This design comes from an exercise in tuning for small area on the open sky130 flow, not from production work.
Only simulation tests tie the RTL to the original design; equivalence was not proved.
Power is estimated from default activity; no workload was simulated.

==> design.v <==
module bcd (
    input  logic [3:0] bcd,
    output logic [6:0] seg
);
    always_comb begin
        case (bcd)
            4'd0: seg = 7'b0000001;
            4'd1: seg = 7'b1001111;
            4'd2: seg = 7'b0010010;
            4'd3: seg = 7'b0000110;
            4'd4: seg = 7'b1001100;
            4'd5: seg = 7'b0100100;
            4'd6: seg = 7'b0100000;
            4'd7: seg = 7'b0001111;
            4'd8: seg = 7'b0000000;
            4'd9: seg = 7'b0000100;
            default: seg = 7'b1111111;
        endcase
    end
endmodule
module bin_to_bcd (
    input  logic [7:0] bin_in,
    output logic [1:0] bcd_hundreds,
    output logic [3:0] bcd_tens,
    output logic [3:0] bcd_ones
);
    function automatic logic [3:0] add3(input logic [3:0] x);
        case (x)
            4'd5: add3 = 4'd8;  4'd6: add3 = 4'd9;  4'd7: add3 = 4'd10;
            4'd8: add3 = 4'd11; 4'd9: add3 = 4'd12;
            default: add3 = x;
        endcase
    endfunction
    logic [3:0] c1, c2, c3, c4, c5, c6, c7;
    always_comb begin
        c1 = add3({1'b0, bin_in[7:5]});
        c2 = add3({c1[2:0], bin_in[4]});
        c3 = add3({c2[2:0], bin_in[3]});
        c4 = add3({c3[2:0], bin_in[2]});
        c5 = add3({c4[2:0], bin_in[1]});
        c6 = add3({1'b0, c1[3], c2[3], c3[3]});
        c7 = add3({c6[2:0], c4[3]});
        bcd_ones     = {c5[2:0], bin_in[0]};
        bcd_tens     = {c7[2:0], c5[3]};
        bcd_hundreds = {c6[3], c7[3]};
    end
endmodule
module deb (input logic clk, reset, button_in, output logic button_out);
    logic [1:0]  sync_ff;
    logic        stable;
    logic [16:0] cnt;
    wire diff = sync_ff[1] ^ stable;
    wire term = (cnt == 17'h046d9);
    wire clr  = !diff | term;
    always_ff @(posedge clk) begin
        sync_ff <= reset ? {sync_ff[0], button_in} : 2'b00;
        stable  <= reset & (stable ^ (diff & term));
        cnt     <= clr ? 17'd0 : {~cnt[15:0], cnt[1] ^ cnt[16]};
    end
    assign button_out = stable;
endmodule
module decoder (
    input  logic [1:0] col_idx,
    input  logic [3:0] row_in,
    output logic [3:0] key_value,
    output logic       key_pressed
);
    always_comb begin
        key_value = 4'd0;
        case ({col_idx, row_in})
            6'b00_1000: key_value = 4'd1;
            6'b00_0100: key_value = 4'd4;
            6'b00_0010: key_value = 4'd7;
            6'b01_1000: key_value = 4'd2;
            6'b01_0100: key_value = 4'd5;
            6'b01_0010: key_value = 4'd8;
            6'b10_1000: key_value = 4'd3;
            6'b10_0100: key_value = 4'd6;
            6'b10_0010: key_value = 4'd9;
            6'b11_1000: key_value = 4'd10;
            6'b11_0100: key_value = 4'd11;
            6'b11_0010: key_value = 4'd12;
            6'b11_0001: key_value = 4'd13;
            default:    key_value = 4'd0;
        endcase
        key_pressed = |row_in;
    end
endmodule
module display_controller (
    input  logic       clk,
    input  logic       rst,
    input  logic       refresh_tick,
    input  logic [1:0] bcd_hundreds,
    input  logic [3:0] bcd_tens,
    input  logic [3:0] bcd_ones,
    output logic [6:0] seg,
    output logic [3:0] an
);
    logic [1:0] digit_index;
    logic [3:0] current_digit;
    always_ff @(posedge clk) begin
        if (!rst)
            digit_index <= 2'd0;
        else if (refresh_tick)
            digit_index <= digit_index + 2'd1;
    end
    always_comb begin
        case (digit_index)
            2'd0:    current_digit = bcd_ones;
            2'd1:    current_digit = bcd_tens;
            2'd2:    current_digit = {2'b00, bcd_hundreds};
            default: current_digit = 4'd0;
        endcase
    end
    assign an = 4'b0001 << digit_index;
    bcd bcd_decoder (.bcd(current_digit), .seg(seg));
endmodule
module divisor (
    input  logic       clk,
    input  logic       start,
    input  logic [7:0] A_next,     
    input  logic [7:0] B,          
    output logic [7:0] Q
);
    logic [7:0] r, q;
    logic       done;
    logic [8:0] diff;        
    logic [8:0] c;
    logic [7:0] qn;
    logic       inc;
    always_comb begin
        c[0] = 1'b1;
        for (int i = 0; i < 8; i++) begin
            diff[i] = r[i] ^ !B[i] ^ c[i];
            c[i+1]  = (r[i] & !B[i]) | (r[i] & c[i]) | (!B[i] & c[i]);
        end
        diff[8] = !c[8];
        inc = !done & !diff[8];
        c[0] = inc;
        for (int i = 0; i < 8; i++) begin
            qn[i]  = q[i] ^ c[i];
            c[i+1] = q[i] & c[i];
        end
    end
    always_ff @(posedge clk) begin
        if (start) begin
            r    <= A_next;
            q    <= 8'd0;
            done <= 1'b0;
        end else begin
            r    <= diff[7:0];
            q    <= qn;
            done <= done | diff[8];
        end
    end
    assign Q = q | {8{B == 8'd0}};
endmodule
module freq_divider (
    input  logic clk,
    input  logic rst,
    output logic slow_en
);
    logic [15:0] w;
    assign slow_en = (w == 16'h731b);
    always_ff @(posedge clk) begin
        if (!rst)         w <= 16'h8990;
        else if (slow_en) w <= 16'd0;
        else              w <= {~w[14:0], w[2] ^ w[15]};
    end
endmodule
module scanner (
    input  logic       clk,
    input  logic       slow_en,
    input  logic       rst,
    input  logic       key_pressed,
    output logic [3:0] col_shift_reg,
    output logic [1:0] column_index
);
    always_ff @(posedge clk) begin
        if (!rst)
            column_index <= 2'd0;
        else if (slow_en && !key_pressed)
            column_index <= column_index + 2'd1;
    end
    assign col_shift_reg = 4'b0001 << column_index;
endmodule
module teclado_decimal_input (
    input  logic       clk,
    input  logic       rst,
    input  logic       key_pressed,
    input  logic [3:0] key_value,
    output logic [7:0] acc1,
    output logic [7:0] acc2,
    output logic [7:0] acc1_d,       
    output logic       acc_we,       
    output logic [1:0] sel
);
    logic       kp_prev;
    logic [1:0] estado;
    wire kv     = key_pressed & !kp_prev;
    wire is_dig = (key_value < 4'd10);
    wire is_a   = (key_value == 4'd10);
    wire is_b   = (key_value == 4'd11);
    wire is_c   = (key_value == 4'd12);
    wire is_d   = (key_value == 4'd13);
    wire st_p   = (estado == 2'd0);
    wire st_s   = (estado == 2'd1);
    wire       zero = !rst | (kv & (is_b | is_c));
    wire [7:0] src  = zero ? 8'd0 : (st_p ? acc1 : acc2);
    wire [3:0] kd   = zero ? 4'd0 : key_value;
    logic [7:0] nval;
    logic [6:0] m;
    logic [7:0] c;
    always_comb begin
        m[1:0] = src[1:0];
        c = '0;
        for (int i = 2; i < 7; i++) begin
            m[i]   = src[i] ^ src[i-2] ^ c[i];
            c[i+1] = (src[i] & src[i-2]) | (src[i] & c[i]) | (src[i-2] & c[i]);
        end
        nval[0] = kd[0];
        c = '0;
        for (int i = 0; i < 7; i++) begin
            nval[i+1] = m[i] ^ (i < 3 ? kd[i+1] : 1'b0) ^ c[i];
            c[i+1]    = (m[i] & (i < 3 ? kd[i+1] : 1'b0)) | (m[i] & c[i]) | ((i < 3 ? kd[i+1] : 1'b0) & c[i]);
        end
    end
    wire we1 = !rst | (kv & (is_c | (st_p & (is_dig | is_b))));
    wire we2 = !rst | (kv & (is_c | (st_s & (is_dig | is_b))));
    wire ld1 = kv & is_dig & st_p;
    wire ld2 = kv & is_dig & st_s;
    assign acc1_d = we1 ? nval : acc1;
    assign acc_we = we1 | we2;
    always_ff @(posedge clk) begin
        kp_prev <= rst & key_pressed;
        acc1    <= acc1_d;
        if (we2) acc2 <= nval;
        if (!rst)
            estado <= 2'd0;
        else if (kv & is_c)
            estado <= 2'd0;
        else if (kv & is_a & (estado != 2'd3))
            estado <= estado + 2'd1;
        if (!rst)
            sel <= 2'd0;
        else if (ld1)
            sel <= 2'd1;
        else if (ld2)
            sel <= 2'd2;
        else if (kv & is_d)
            sel <= ((estado == 2'd3) || (sel == 2'd3)) ? 2'd3 : 2'd0;
    end
endmodule
module tick_generator (
    input  logic clk,
    input  logic rst,
    output logic tick
);
    logic [14:0] z;
    assign tick = (z == 15'h1218);
    always_ff @(posedge clk) begin
        if (!rst)      z <= 15'd0;
        else if (tick) z <= 15'h7ffe;
        else           z <= {~z[13:0], z[0] ^ z[14]};
    end
endmodule
module module_top_keyboard (
    input  logic        clk,
    input  logic        rst,
    input  logic [3:0]  filas,
    output logic [3:0]  columnas,
    output logic [3:0]  led,
    output logic [3:0]  anodo,
    output logic [15:0] suma_out,
    output logic        a, b, c, d, e, f, g,
    output logic [1:0]  col_idx_dbg,
    output logic [3:0]  col_reg_dbg
);
    logic       pulse_out, slow_en;
    logic [3:0] filas_clean;
    logic       key_detected;
    logic [1:0] column_index;
    logic [3:0] key;
    logic [7:0] acc1, acc2, acc1_d;
    logic       acc_we;
    logic [1:0] sel;
    logic [7:0] div_Q;
    logic [7:0] display_value;
    logic [1:0] bcd_hundreds;
    logic [3:0] bcd_tens, bcd_ones;
    tick_generator refresh_gen (.clk(clk), .rst(rst), .tick(pulse_out));
    freq_divider   freq_divider_inst (.clk(clk), .rst(rst), .slow_en(slow_en));
    deb debounce_1_inst (.clk(clk), .reset(rst), .button_in(filas[0]), .button_out(filas_clean[0]));
    deb debounce_2_inst (.clk(clk), .reset(rst), .button_in(filas[1]), .button_out(filas_clean[1]));
    deb debounce_3_inst (.clk(clk), .reset(rst), .button_in(filas[2]), .button_out(filas_clean[2]));
    deb debounce_4_inst (.clk(clk), .reset(rst), .button_in(filas[3]), .button_out(filas_clean[3]));
    scanner scanner_inst (
        .clk(clk), .slow_en(slow_en), .rst(rst), .key_pressed(key_detected),
        .col_shift_reg(columnas), .column_index(column_index)
    );
    decoder decoder_inst (
        .col_idx(column_index), .row_in(filas_clean), .key_value(key), .key_pressed(key_detected)
    );
    teclado_decimal_input teclado_decimal_inst (
        .clk(clk), .rst(rst), .key_pressed(key_detected), .key_value(key),
        .acc1(acc1), .acc2(acc2), .acc1_d(acc1_d), .acc_we(acc_we), .sel(sel)
    );
    divisor divisor_inst (.clk(clk), .start(acc_we), .A_next(acc1_d), .B(acc2), .Q(div_Q));
    always_ff @(posedge clk) begin
        if (!rst)
            display_value <= 8'd0;
        else case (sel)
            2'd3: display_value <= div_Q;
            2'd1: display_value <= acc1;
            2'd2: display_value <= acc2;
            default: ;
        endcase
    end
    bin_to_bcd bcd_converter (
        .bin_in(display_value), .bcd_hundreds(bcd_hundreds), .bcd_tens(bcd_tens), .bcd_ones(bcd_ones)
    );
    display_controller disp_ctrl (
        .clk(clk), .rst(rst), .refresh_tick(pulse_out),
        .bcd_hundreds(bcd_hundreds), .bcd_tens(bcd_tens), .bcd_ones(bcd_ones),
        .seg({a, b, c, d, e, f, g}), .an(anodo)
    );
    logic [8:0] sc;
    always_comb begin
        sc[0] = 1'b0;
        for (int i = 0; i < 8; i++) begin
            suma_out[i] = acc1[i] ^ acc2[i] ^ sc[i];
            sc[i+1]     = (acc1[i] & acc2[i]) | (acc1[i] & sc[i]) | (acc2[i] & sc[i]);
        end
        suma_out[8]     = sc[8];
        suma_out[15:9]  = 7'd0;
    end
    assign led         = key;
    assign col_idx_dbg = column_index;
    assign col_reg_dbg = columnas;
endmodule
==> run.sh <==
#!/bin/bash
# synth_recipe.tcl (not shown) runs the flow's synth.tcl, then flattens the netlist and writes it again
# the make line also repeats each setting of config.mk as NAME=value (left out here)
make -C /OpenROAD-flow-scripts/flow DESIGN_CONFIG=/design/flow/config.mk WORK_HOME=/design/flow/orfs CLKGATE_MAP_FILE= SYNTH_SCRIPT=/design/flow/synth_recipe.tcl finish
==> config.mk <==
export PLATFORM = sky130hd
export DESIGN_NAME = module_top_keyboard
export DESIGN_NICKNAME = module_top_keyboard
export VERILOG_FILES = /design/flow/design.v
export SDC_FILE = /design/flow/constraint.sdc
export NUM_CORES = 4
export LEC_CHECK = 0
export ABC_AREA = 1
export CAP_MARGIN = 20
export CORE_MARGIN = 2
export CORE_UTILIZATION = 40
export PLACE_DENSITY = 0.6
export SLEW_MARGIN = 20
==> constraint.sdc <==
create_clock -name core_clock -period 25.0 [get_ports {clk}]
set_input_delay 5.0000 -clock core_clock [delete_from_list [all_inputs] [get_ports {clk}]]
set_output_delay 5.0000 -clock core_clock [all_outputs]
set_load 0.01 [all_outputs]
==> results of run 1 <==
-- logic make-up (layout without fill, tap and decap cells) --
group,after synthesis,after routing
compound gates,103,103
xor+xnor,7,7
fa+ha+maj,57,57
buf+inv,141,185
flops,161,161
other cells,1,7
simple gates,376,376
-- cell usage after synthesis, types with 4 or more instances --
master      n  share of area (%)
xor2_1      6               0.74
fa_1       19                5.4
or4_1       4               0.42
o22ai_1     6               0.53
nand2_2     9               0.80
edfxtp_1    8                3.4
o21ai_1     6               0.42
nand2_1   133                7.1
o21ai_0    46                3.3
nand3_1    30                2.1
ha_1       38                6.7
dfxtp_1   153                 43
clkbuf_1   12               0.64
nor2_1    151                8.0
inv_2       8               0.42
a211oi_1    8               0.85
nor4_1      8               0.71
buf_4      11                1.2
buf_2       5               0.35
nand4_1     9               0.80
inv_1     104                5.5
a21oi_1    25                1.8
nand2_4     5               0.80
nand3b_1   13                1.4
-- layer usage --
layer,up-vias,track usage [%]
li1,2750,-
met1,2340,20.3
met2,83,24.0
met3,14,5.07
met4,0,5.56
met5,-,0
-- metrics by stage --
stage	worst slack [ns]	area, um^2	utilization, %	power [mW]	hold WS [ns]
final	15.49	8200	47.4	0.563	0.388
after detailed placement	15.91	7620	44.0	0.318	0.373
after global placement	15.96	7620	44.0	0.317	0.373
after global routing	15.33	8200	47.4	0.589	0.409
after floorplan	16.57	7090	-	0.308	0.366
after CTS	15.43	8200	47.4	0.571	0.389
-- final cells by class --
class | count | area, um^2
sequential | 161 | 3300
tap | 225 | 282
inverter | 113 | 424
fill | 1674 | 9090
timing repair buffer | 40 | 398
clock inverter | 14 | 145
multi-input combinational | 550 | 3210
clock buffer | 18 | 439
-- power by group --
group | internal [mW] | switching [mW]
logic | 0.0133 | 0.0186
registers | 0.273 | 0.00673
clock network | 0.135 | 0.117
-- flip-flops by register name, indices dropped and copies added, names as in the netlist, 2 cells and up --
| register | count |
|---|---|
| debounce_1_inst.cnt | 17 |
| divisor_inst.q | 8 |
| teclado_decimal_inst.sel | 2 |
| scanner_inst.column_index | 2 |
| teclado_decimal_inst.acc1 | 8 |
| teclado_decimal_inst.estado | 2 |
| refresh_gen.z | 15 |
| teclado_decimal_inst.acc2 | 8 |
| display_value | 8 |
| debounce_4_inst.cnt | 17 |
| debounce_4_inst.sync_ff | 2 |
| debounce_1_inst.sync_ff | 2 |
| divisor_inst.r | 8 |
| disp_ctrl.digit_index | 2 |
| debounce_3_inst.sync_ff | 2 |
| debounce_2_inst.cnt | 17 |
| debounce_3_inst.cnt | 17 |
| freq_divider_inst.w | 16 |
| debounce_2_inst.sync_ff | 2 |
-- how the worst max path moves through the flow --
stage                        endpoint  cells after the start                          from
final                     suma_out[7]                     11  teclado_decimal_inst.acc2[0]
after global routing      suma_out[7]                     11  teclado_decimal_inst.acc2[0]
after CTS                 suma_out[7]                     11  teclado_decimal_inst.acc2[0]
after detailed placement  suma_out[7]                     11  teclado_decimal_inst.acc2[0]
after global placement    suma_out[7]                     11  teclado_decimal_inst.acc2[0]
after floorplan           suma_out[7]                     10  teclado_decimal_inst.acc2[0]
==> impl_results.md, run 1 <==
- Status: complete, no violations
- Ports: 47
- Cell Rows: 48
- Detail Route met3 WL: a little over 600 um
- DR WL/cell: roughly 12 um
- # port buffers: 39
- Top_reg_cell synth: dfxtp_1
- CTS clk-pin slew, worst paths: roughly 0.070 ns
- Initial core utilization: about 41%
- Vias in the first global route: slightly above 5000
- Minimum clock period: around 9.5 ns
- Reg2reg path depth: 18
- Post-route insts no fill: 1121
- R2R Setup Slk: between 15 and 20 ns
- Die height: 137 um
- Fraction of the cycle the final worst path needs: a little under two fifths
- Hold path startpoint: freq_divider_inst.w[3]
- Top Layer Used: met4
- Crit-path max cell delay: about 0.52 ns
- Slowest cell on crit path: clkdlybuf4s50_1
- Residual DRC: 0
- Diodes inserted: 0
- Routed WL: around 13000 um
- Register area share after synthesis: a little under half
- Initial antenna violation count: 0
- CP Class: flip-flop to output pin
- CP Data Arrival Time: about 4.5 ns
- Mapped Cells: 846
- Hold Violations, Final: 0
- Tightest Pin Transition: 0.825 ns
- Via count: 5187
- Reg2reg end: divisor_inst.q[7]
- CTS tree: yes
- Die footprint: 18700 um^2
- Gp weighted congestion: slightly above 0.9
- EDFF count, synth: 8
- Synth Area in Compound Gates: approximately 8.5%
- Adder-Cell Fraction of Synth Area: ~12%
- Largest family of logic cells by synthesized area: simple AND/OR/NAND/NOR gates
- Max clock buf depth: 2
- Syn_area_per_cell: 8.35 um^2
- Hold path depth: 1
- Final nets: 946
- Detail Route Antenna Nets: 0
- P_leak: 3.76 nW
- Placed Cells incl. Taps: 1089
- Worst R2R Start: teclado_decimal_inst.acc2[0]
- Total GRT Usage: roughly 16%
- CTS HTree Levels: 4
- CP max FO: 5
- Largest net degree at the start of global routing: 32
- Share of layout cells above drive strength 1: between 7 and 8%
- Post-DP HPWL: ~9600 um
- Mux cell area share after synthesis: 0%
- CP startpoint kind: flip-flop
- Delay-heaviest family, CP: adder cells
- Hold/Removal Path Class: flip-flop to flip-flop
- TritonCTS Sinks: 161
- PwrDens: ~70 nW/um^2
- Crit-path most repeated cell: fa_1
- Commonest non-fill, non-tap cell in the layout: dfxtp_1
- DRT iter0 DRCs: 218
- Core ar.: 17300 um^2
- Synth-to-Final Area Change: 16.0%
- GRT overflow: 0
- Peak Freq: around 0.11 GHz
- Maxcap violations: 0
- RSZ-0062 raised after global routing: no
- Synth Register Bits: around 160
- Post-CTS setup repair buffer count: 0
- Met1 wire length: roughly 6600 um
- CTS Buf Count: 17
- Hold EP: freq_divider_inst.w[4]
- Fin Setup TNS: 0 ns
- Syn. warnings: 11
- Post-Syn Area: 7070 um^2
- Worst-skew pair later-pin latency: 0.43 ns
- Setup violators final: 0
- DR vias/cell: 4.63
- First-pass GRT wire length: about 23000 um
- TritonRoute pass-1 iters: 4
- Crit path required time: roughly 20 ns
- Highest-count cells in the layout ignoring fill and taps: 153 x dfxtp_1, 151 x nor2_1, 133 x nand2_1, 104 x inv_1, 46 x o21ai_0
- Die Wd: approximately 140 um
- Critical-path cell list: ha_1 -> fa_1 -> fa_1 -> fa_1 -> fa_1 -> fa_1 -> fa_1 -> inv_1 -> fa_1 -> inv_1 -> clkdlybuf4s50_1
- Clk root buf: clkbuf_16
- Fin. max-slew vios: 0
- Worst Clk Skew: between 0.008 and 0.009 ns
- CP endpoint kind: output pin
- Worst Path Buf+Inv: 3
- XOR/XNOR Fraction of Synth Area: less than 1%
- Post-Synth Simple-Gate Area: 23.5%
- Unique masters post-synth: 46
- Slew headroom: between 40 and 50%
- Post-CTS Hold Fix Bufs: 0
- Worst IR drop on VDD: between 0.06 and 0.07 mV
- Async set or reset register ratio after synthesis: 0%
- Met2 WL: around 5800 um
- Post-CTS sizing: 0
==> run 2: changes to the inputs <==
--- a/config.mk
+++ b/config.mk
@@ -11,2 +11,3 @@
 export CORE_UTILIZATION = 40
+export CTS_BUF_LIST = sky130_fd_sc_hd__clkbuf_8
 export PLACE_DENSITY = 0.6
==> impl_results.md, run 2 <==
- Highest-count cells in the layout ignoring fill and taps: 153 x dfxtp_1, 151 x nor2_1, 133 x nand2_1, 104 x inv_1, 46 x o21ai_0
- Register area share after synthesis: 46.7% (unchanged)
- Hold Violations, Final: 0 (unchanged)
- Maxcap violations: 0 (unchanged)
- Flop pwr share: 56.5% (+6.9 points)
- Unique masters post-synth: 46 (unchanged)
- Via count: 5144 (-0.83%)
- Fin. max-slew vios: 0 (unchanged)
- Slew headroom: 45.0% (+0.17 points)
- Diodes inserted: 0 (unchanged)
- Multi-input gate area: 3210 um^2 (unchanged)
- XOR/XNOR Fraction of Synth Area: 0.867% (unchanged)
- Residual DRC: 0 (unchanged)
- Post-DP HPWL: 9580 um (unchanged)
- Crit path required time: 20.00 ns (about the same)
- Minimum clock period: 9.54 ns (+0.0279 ns)
- Routed WL: 13100 um (-1.1%)
- Peak Freq: 0.105 GHz (-0.29%)
- Mapped Cells: 846 (unchanged)
- Worst Clk Skew: 0.0120 ns (+0.00305 ns)
- RSZ-0062 raised after global routing: no
- CP Class: flip-flop to output pin
- Largest cells by area after synthesis: dfxtp_1 43%, nor2_1 8.0%, nand2_1 7.1%
- DR vias/cell: 4.59 (-0.83%)
- Post-CTS sizing: 0 (unchanged)
- Gp weighted congestion: 0.907 (unchanged)
- Largest net degree at the start of global routing: 32 (unchanged)
- Detail Route Antenna Nets: 0 (unchanged)
- Max clock buf depth: 2 (unchanged)
- CTS HTree Levels: 4 (unchanged)
- TritonCTS Sinks: 161 (unchanged)
- Clk root buf: clkbuf_8
- GRT overflow: 0 (unchanged)
- Final nets: 946 (unchanged)
- Cell Rows: 48 (unchanged)
- CTS tree: yes
- Synth Area in Compound Gates: 8.53% (unchanged)
- Share of layout cells above drive strength 1: 7.48% (unchanged)
- Post-CTS setup repair buffer count: 0 (unchanged)
- Die Wd: 137 um (unchanged)
- Initial core utilization: 40.9% (unchanged)
- CTS clk-pin slew, worst paths: 0.10 ns (+0.03 ns)
- PwrDens: 61.8 nW/um^2 (-10%)
- CP endpoint kind: output pin
- Area leader, netlist: dfxtp_1
- Portion of total power attributed to combinational logic: 6.5% (+0.8 points)
- Layout filler cell count: 1703 (+1.7%)
- CP max FO: 5 (unchanged)
- Worst-skew pair later-pin latency: 0.46 ns (+0.03 ns)
- Post-synth top area share: 43.3% (unchanged)
- # port buffers: 39 (unchanged)
- Commonest non-fill, non-tap cell in the layout: dfxtp_1
- Syn_area_per_cell: 8.35 um^2 (unchanged)
- Fin area: 8010 um^2 (-2.3%)
- First-pass GRT wire length: 22500 um (-1.5%)
- Syn. warnings: 11 (unchanged)
- CP startpoint kind: flip-flop
- Initial antenna violation count: 0 (unchanged)
- Sw frac: 26.7% (+1.5 points)
- Largest family of logic cells by synthesized area: simple AND/OR/NAND/NOR gates
- P_leak: 3.67 nW (-2.3%)
- DR WL/cell: 11.7 um (-1.1%)
- Setup violators final: 0 (unchanged)
- Mux cell area share after synthesis: 0% (unchanged)
- Ports: 47 (unchanged)
- TritonRoute pass-1 iters: 4 (unchanged)
- Hold/Removal Path Class: flip-flop to flip-flop
- Post-Place Cell Area: 7620 um^2 (unchanged)
- P_sw: 0.132 mW (-7.1%)
- Adder-Cell Fraction of Synth Area: 12.1% (unchanged)
- Async set or reset register ratio after synthesis: 0% (unchanged)
- Worst IR drop on VDD: 0.0609 mV (-5.9%)
- CTS Buf Count: 17 (unchanged)
- Most numerous cell in the Yosys netlist: dfxtp_1
- Status: complete, no violations
- Synth-to-Final Area Change: 13.3%
- Internal power: 0.363 mW (-14%)
- Vias in the first global route: 5014 (-0.87%)
- Top_reg_cell synth: dfxtp_1
- EDFF count, synth: 8 (unchanged)
- Die height: 137 um (unchanged)
- Post-CTS Hold Fix Bufs: 0 (unchanged)
- Post-Synth Simple-Gate Area: 23.5% (unchanged)
- Most frequent cells after synthesis: 153 x dfxtp_1, 151 x nor2_1, 133 x nand2_1, 104 x inv_1, 46 x o21ai_0
- Total GRT Usage: 15.1% (-0.38 points)
- Die footprint: 18700 um^2 (unchanged)
- Fin Setup TNS: 0 ns (unchanged)
- DRT iter0 DRCs: 225 (+3.2%)
- Post-Syn Area: 7070 um^2 (unchanged)
- Clock power share: 37.1% (-7.6 points)
- Storage cell area: 3300 um^2 (unchanged)
- CP Data Arrival Time: 4.54 ns (+0.03 ns)
- Synth Register Bits: 161 (unchanged)
- Core ar.: 17300 um^2 (unchanged)
- Fraction of the cycle the final worst path needs: 38.2% (+0.11 points)
- Tightest Pin Transition: 0.823 ns (-0.00249 ns)
==> run 2: cell counts after synthesis <==
No cell type changed its count.
==> run 2: path summary, 6_finish.rpt <==
check                               start                 endpoint  slack (ns)  cells past startpoint
min               debounce_2_inst.cnt[13]  debounce_2_inst.cnt[14]        0.39                      1
max reg2reg  teclado_decimal_inst.acc2[0]        divisor_inst.q[7]       19.63                     18
max          teclado_decimal_inst.acc2[0]              suma_out[7]       15.46                     11
min reg2reg       debounce_2_inst.cnt[13]  debounce_2_inst.cnt[14]        0.39                      1
==> run 2: cell families after synthesis <==
logic type	count (synthesis)
XOR/XNOR	7
AO/OA/AOI/OAI	103
flip-flops	161
AND/OR/NAND/NOR	376
adder cells (fa/ha/maj)	57
buffers and inverters	141
other	1
==> run 2: metal layers <==
layer / part of all wire [%] / track usage [%] / up-vias
met5: 0 / 0 / -
met4: 1.2 / 5.04 / 0
met3: 4.0 / 4.41 / 16
met2: 43 / 23.5 / 78
met1: 51 / 20.1 / 2302
li1: - / - / 2748
==> run 2: power groups by stage <==
stage	combinational [mW]	clock (mW)	sequential, mW
4_1_cts	0.0329	0.190	0.280
5_1_grt	0.0381	0.200	0.281
2_1_floorplan	0.0249	0	0.284
3_5_place_dp	0.0325	0	0.285
6_report	0.0319	0.183	0.279
3_3_place_gp	0.0318	0	0.285
==> run 2: layout make-up <==
class                      count  share of cell area [%]
inverter                     113                    5.30
multi-input combinational    550                    40.1
clock inverter                14                    1.81
timing repair buffer          40                    4.97
tap                          225                    3.51
clock buffer                  18                    3.09
sequential                   161                    41.2
==> run 2: metrics by stage <==
step	hold slack [ns]	setup WS [ns]	util, %	instances	power [mW]
2_1_floorplan	0.366	16.57	-	852	0.308
3_3_place_gp	0.373	15.96	44.0	1089	0.317
3_5_place_dp	0.373	15.91	44.0	1089	0.318
4_1_cts	0.396	15.40	46.3	1121	0.502
5_1_grt	0.409	15.29	46.3	1121	0.519
6_report	0.394	15.46	46.3	1121	0.495
==> run 2: worst max-delay path: stages, from the launching register on <==
cell and delay [ns]:
edfxtp_1 0.48, ha_1 0.25, fa_1 0.38, fa_1 0.40, fa_1 0.39, fa_1 0.39, fa_1 0.38, fa_1 0.36
inv_1 0.08, fa_1 0.40, inv_1 0.06, clkdlybuf4s50_1 0.52
==> run 3: changes to the inputs <==
==> flow/run.sh (new file) <==
#!/bin/bash
# Own layout flow: the standard flow (standard.sh, unchanged synthesis) with two
# changes to how the layout is made:
#  - ports are buffered with sky130_fd_sc_hd__buf_1 instead of the default buffer;
#  - clock tree synthesis uses clkbuf_8 buffers and no dummy loads.
# make's full output goes to standard.log in the work folder; ORFS keeps each step's
# log under orfs/logs/.
set -euo pipefail
export BUFFER_PORTS_ARGS="-buffer_cell sky130_fd_sc_hd__buf_1"
export CTS_ARGS="-sink_clustering_enable -repair_clock_nets -dont_use_dummy_load -buf_list sky130_fd_sc_hd__clkbuf_8"
bash standard.sh > standard.log 2>&1
==> standard.sh (new file) <==
#!/bin/bash
# synth_recipe.tcl (not shown) runs the flow's synth.tcl, then flattens the netlist and writes it again
# the make line also repeats each setting of config.mk as NAME=value (left out here)
make -C /OpenROAD-flow-scripts/flow DESIGN_CONFIG=/design/flow/config.mk WORK_HOME=/design/flow/orfs CLKGATE_MAP_FILE= SYNTH_SCRIPT=/design/flow/synth_recipe.tcl "${@:-finish}"
--- a/config.mk
+++ b/config.mk
@@ -11,3 +11,2 @@
 export CORE_UTILIZATION = 40
-export CTS_BUF_LIST = sky130_fd_sc_hd__clkbuf_8
 export PLACE_DENSITY = 0.6
removed: run.sh
==> impl_results.md, run 3 <==
- Status: complete, no violations
- P_sw: 0.102 mW (-23%)
- Area leader, netlist: dfxtp_1
- Storage cell area: 3300 um^2 (unchanged)
- RSZ-0062 raised after global routing: no
- Commonest non-fill, non-tap cell in the layout: dfxtp_1
- Reg2reg end: divisor_inst.q[7]
- Critical-path cell list: ha_1 -> fa_1 -> fa_1 -> fa_1 -> fa_1 -> fa_1 -> fa_1 -> inv_1 -> fa_1 -> inv_1 -> buf_1
- CP max FO: 5 (unchanged)
- Most numerous cell in the Yosys netlist: dfxtp_1
- Reg2reg path depth: 18 (unchanged)
- Clk root buf: clkbuf_8
- Highest-count cells in the layout ignoring fill and taps: 153 x dfxtp_1, 151 x nor2_1, 133 x nand2_1, 104 x inv_1, 46 x o21ai_0
- Fraction of the cycle the final worst path needs: 36.5% (-1.6 points)
- R2R Setup Slk: 19.65 ns (+0.02 ns)
- Syn. warnings: 11 (unchanged)
- Initial antenna violation count: 0 (unchanged)
- Largest cells by area after synthesis: dfxtp_1 43%, nor2_1 8.0%, nand2_1 7.1%
- CTS HTree Levels: 4 (unchanged)
- Minimum clock period: 9.13 ns (-0.405 ns)
- Hold Violations, Final: 0 (unchanged)
- Async set or reset register ratio after synthesis: 0% (unchanged)
- DR WL/cell: 11.7 um (+0.45%)
- Synth Register Bits: 161 (unchanged)
- CTS Buf Count: 17 (unchanged)
- Post-CTS Hold Fix Bufs: 0 (unchanged)
- Setup violators final: 0 (unchanged)
- Hold/Removal Path Class: flip-flop to flip-flop
- Cell Rows: 48 (unchanged)
- CP Data Arrival Time: 4.13 ns (-0.41 ns)
- Flop pwr share: 62.5% (+6.0 points)
- Residual DRC: 0 (unchanged)
- Met2 Resource Use GR: 23.2% (-0.30 points)
- Initial core utilization: 40.9% (unchanged)
- EDFF count, synth: 8 (unchanged)
- Layout filler cell count: 1770 (+3.9%)
- Synth-to-Final Area Change: 7.63%
- Tightest Pin Transition: 0.849 ns (+0.0269 ns)
- Syn_area_per_cell: 8.35 um^2 (unchanged)
- Slowest cell on crit path: edfxtp_1
- Top_reg_cell synth: dfxtp_1
- Met1 Use GR: 19.9% (-0.27 points)
- Fin. max-slew vios: 0 (unchanged)
- Post-CTS sizing: 0 (unchanged)
- Fin area: 7610 um^2 (-5.0%)
- CTS clk-pin slew, worst paths: 0.09 ns (about the same)
- Max clock buf depth: 2 (unchanged)
- Portion of total power attributed to combinational logic: 6.9% (+0.4 points)
- Largest net degree at the start of global routing: 32 (unchanged)
- Detail Route Antenna Nets: 0 (unchanged)
- Die height: 137 um (unchanged)
- Crit path required time: 20.00 ns (about the same)
- Post-Syn Area: 7070 um^2 (unchanged)
- Via count: 5081 (-1.2%)
- Hold EP: debounce_4_inst.cnt[15]
- P_leak: 3.50 nW (-4.5%)
- Clock power share: 30.6% (-6.5 points)
- CP startpoint kind: flip-flop
- Post-synth top area share: 43.3% (unchanged)
- Routed WL: 12900 um (-0.90%)
- Diodes inserted: 0 (unchanged)
- Hold path depth: 1 (unchanged)
- # port buffers: 39 (unchanged)
- Worst Path Buf+Inv: 3 (unchanged)
- Worst Clk Skew: 0.0292 ns (+0.0172 ns)
- Worst-skew pair later-pin latency: 0.45 ns (about the same)
- TritonRoute pass-1 iters: 5 (+1)
- Die footprint: 18700 um^2 (unchanged)
- Mapped Cells: 846 (unchanged)
- Sw frac: 22.8% (-3.8 points)
- CP Class: flip-flop to output pin
- Most frequent cells after synthesis: 153 x dfxtp_1, 151 x nor2_1, 133 x nand2_1, 104 x inv_1, 46 x o21ai_0
- Die Wd: 137 um (unchanged)
- Unique masters post-synth: 46 (unchanged)
- Slew headroom: 43.2% (-1.8 points)
- Crit-path max cell delay: 0.47 ns (-0.05 ns)
- Share of layout cells above drive strength 1: 5.90% (-1.6 points)
- CTS tree: yes
- Multi-input gate area: 3210 um^2 (unchanged)
- Maxcap violations: 0 (unchanged)
- Peak Freq: 0.109 GHz (+4.4%)
- Worst R2R Start: teclado_decimal_inst.acc2[0]
- Worst IR drop on VDD: 0.0399 mV (-35%)
- PwrDens: 58.8 nW/um^2 (-4.8%)
- Fin Setup TNS: 0 ns (unchanged)
- Crit-path most repeated cell: fa_1
- Ports: 47 (unchanged)
- DR vias/cell: 4.59 (+0.11%)
- Pwr Total: 0.447 mW (-9.6%)
- Grt met3 use: 4.22% (-0.19 points)
- GRT overflow: 0 (unchanged)
- Core ar.: 17300 um^2 (unchanged)
- Post-Place Cell Area: 7370 um^2 (-3.2%)
- TritonCTS Sinks: 161 (unchanged)
- Gp weighted congestion: 0.833 (-8.1%)
- Final nets: 946 (unchanged)
- Busiest grt layer: met2
- Delay-heaviest family, CP: adder cells
- DRT iter0 DRCs: 211 (-6.2%)
- Util after Layout: 44.0% (-2.3 points)
- First-pass GRT wire length: 22200 um (-1.6%)
- Register area share after synthesis: 46.7% (unchanged)
- Vias in the first global route: 4896 (-2.4%)
- Post-CTS setup repair buffer count: 0 (unchanged)
- Post-DP HPWL: 9560 um (-0.16%)
- CP endpoint kind: output pin
- Hold path startpoint: debounce_4_inst.cnt[14]
- Total GRT Usage: 15.0% (-0.11 points)
- Internal power: 0.345 mW (-4.8%)
[run 3: cell types whose count changed in the layout (fill, tap and decap cells not counted)]
cell             delta
buf_1              +39
clkdlybuf4s50_1    -39
clkinv_4            -4
inv_8               -4
clkinv_8            -2
clkinvlp_4          -2
inv_6               -2
clkbuf_8            -1
[run 3: cell families after synthesis]
kind of cell,after synthesis,share of synthesized area (%)
other,1,0.0531
flip-flops,161,46.7
buffers and inverters,141,8.16
adder cells (fa/ha/maj),57,12.1
AND/OR/NAND/NOR,376,23.5
AO/OA/AOI/OAI,103,8.53
XOR/XNOR,7,0.867
[run 3: cell type report]
type | count | area share (%)
multi-input combinational | 550 | 42.2
clock buffer | 17 | 3.08
sequential | 161 | 43.4
tap | 225 | 3.70
timing repair buffer | 40 | 2.02
inverter | 113 | 5.58
[run 3: how the worst max path moves through the flow]
stage	endpoint	depth (start not counted)	slack [ns]	startpoint
floorplan	suma_out[7]	10	16.57	teclado_decimal_inst.acc2[0]
global placement	suma_out[7]	11	16.34	teclado_decimal_inst.acc2[0]
detailed placement	suma_out[7]	11	16.29	teclado_decimal_inst.acc2[0]
CTS	suma_out[7]	11	15.81	teclado_decimal_inst.acc2[0]
global route	suma_out[7]	11	15.68	teclado_decimal_inst.acc2[0]
finish	suma_out[7]	11	15.87	teclado_decimal_inst.acc2[0]
[run 3: metrics by stage]
stage / hold WS [ns] / cells / setup WS [ns]
floorplan: 0.366 / 852 / 16.57
global placement: 0.380 / 1089 / 16.34
detailed placement: 0.382 / 1089 / 16.29
CTS: 0.395 / 1106 / 15.81
global route: 0.410 / 1106 / 15.68
finish: 0.388 / 1106 / 15.87
[run 3: per-layer routing]
layer	vias up	part of all wire [%]	routed length (um)
li1	2730	-	-
met1	2253	50	6520
met2	84	44	5710
met3	14	4.2	539
met4	0	1.3	169
met5	-	0	0
[run 3: power by group through the flow]
stage	Combinational [mW]	Clock, mW	Sequential, mW
after floorplan	0.0249	0	0.284
after global placement	0.0309	0	0.285
after detailed placement	0.0319	0	0.285
after CTS	0.0323	0.143	0.280
after global routing	0.0388	0.153	0.281
final	0.0308	0.137	0.279

==> afterwards: timing with drivers on the ports <==
How much do the figures lean on ideal ports? The routed layouts below were timed once more, with nothing changed but the port constraints. Step 1, drivers: a clkbuf_16 drives clk and a buf_2 each remaining input, both assumed. Step 2 times the ports against the registers' clock, not the clock port: input delays grow and output delays shrink by t, the midpoint of the rising clock arrivals with the driver on. Three values: no drivers, after step 1, after step 2; two values: the first two.
run	t, ns	setup WS [ns]	clock arrival spread, ns
run 1	0.468	15.490 / 15.450 / 15.918	0.010 / 0.010
run 2	0.483	15.462 / 15.426 / 15.910	0.015 / 0.015
run 3	0.476	15.867 / 15.830 / 16.306	0.030 / 0.030
After both steps setup and hold are still met in every run listed.
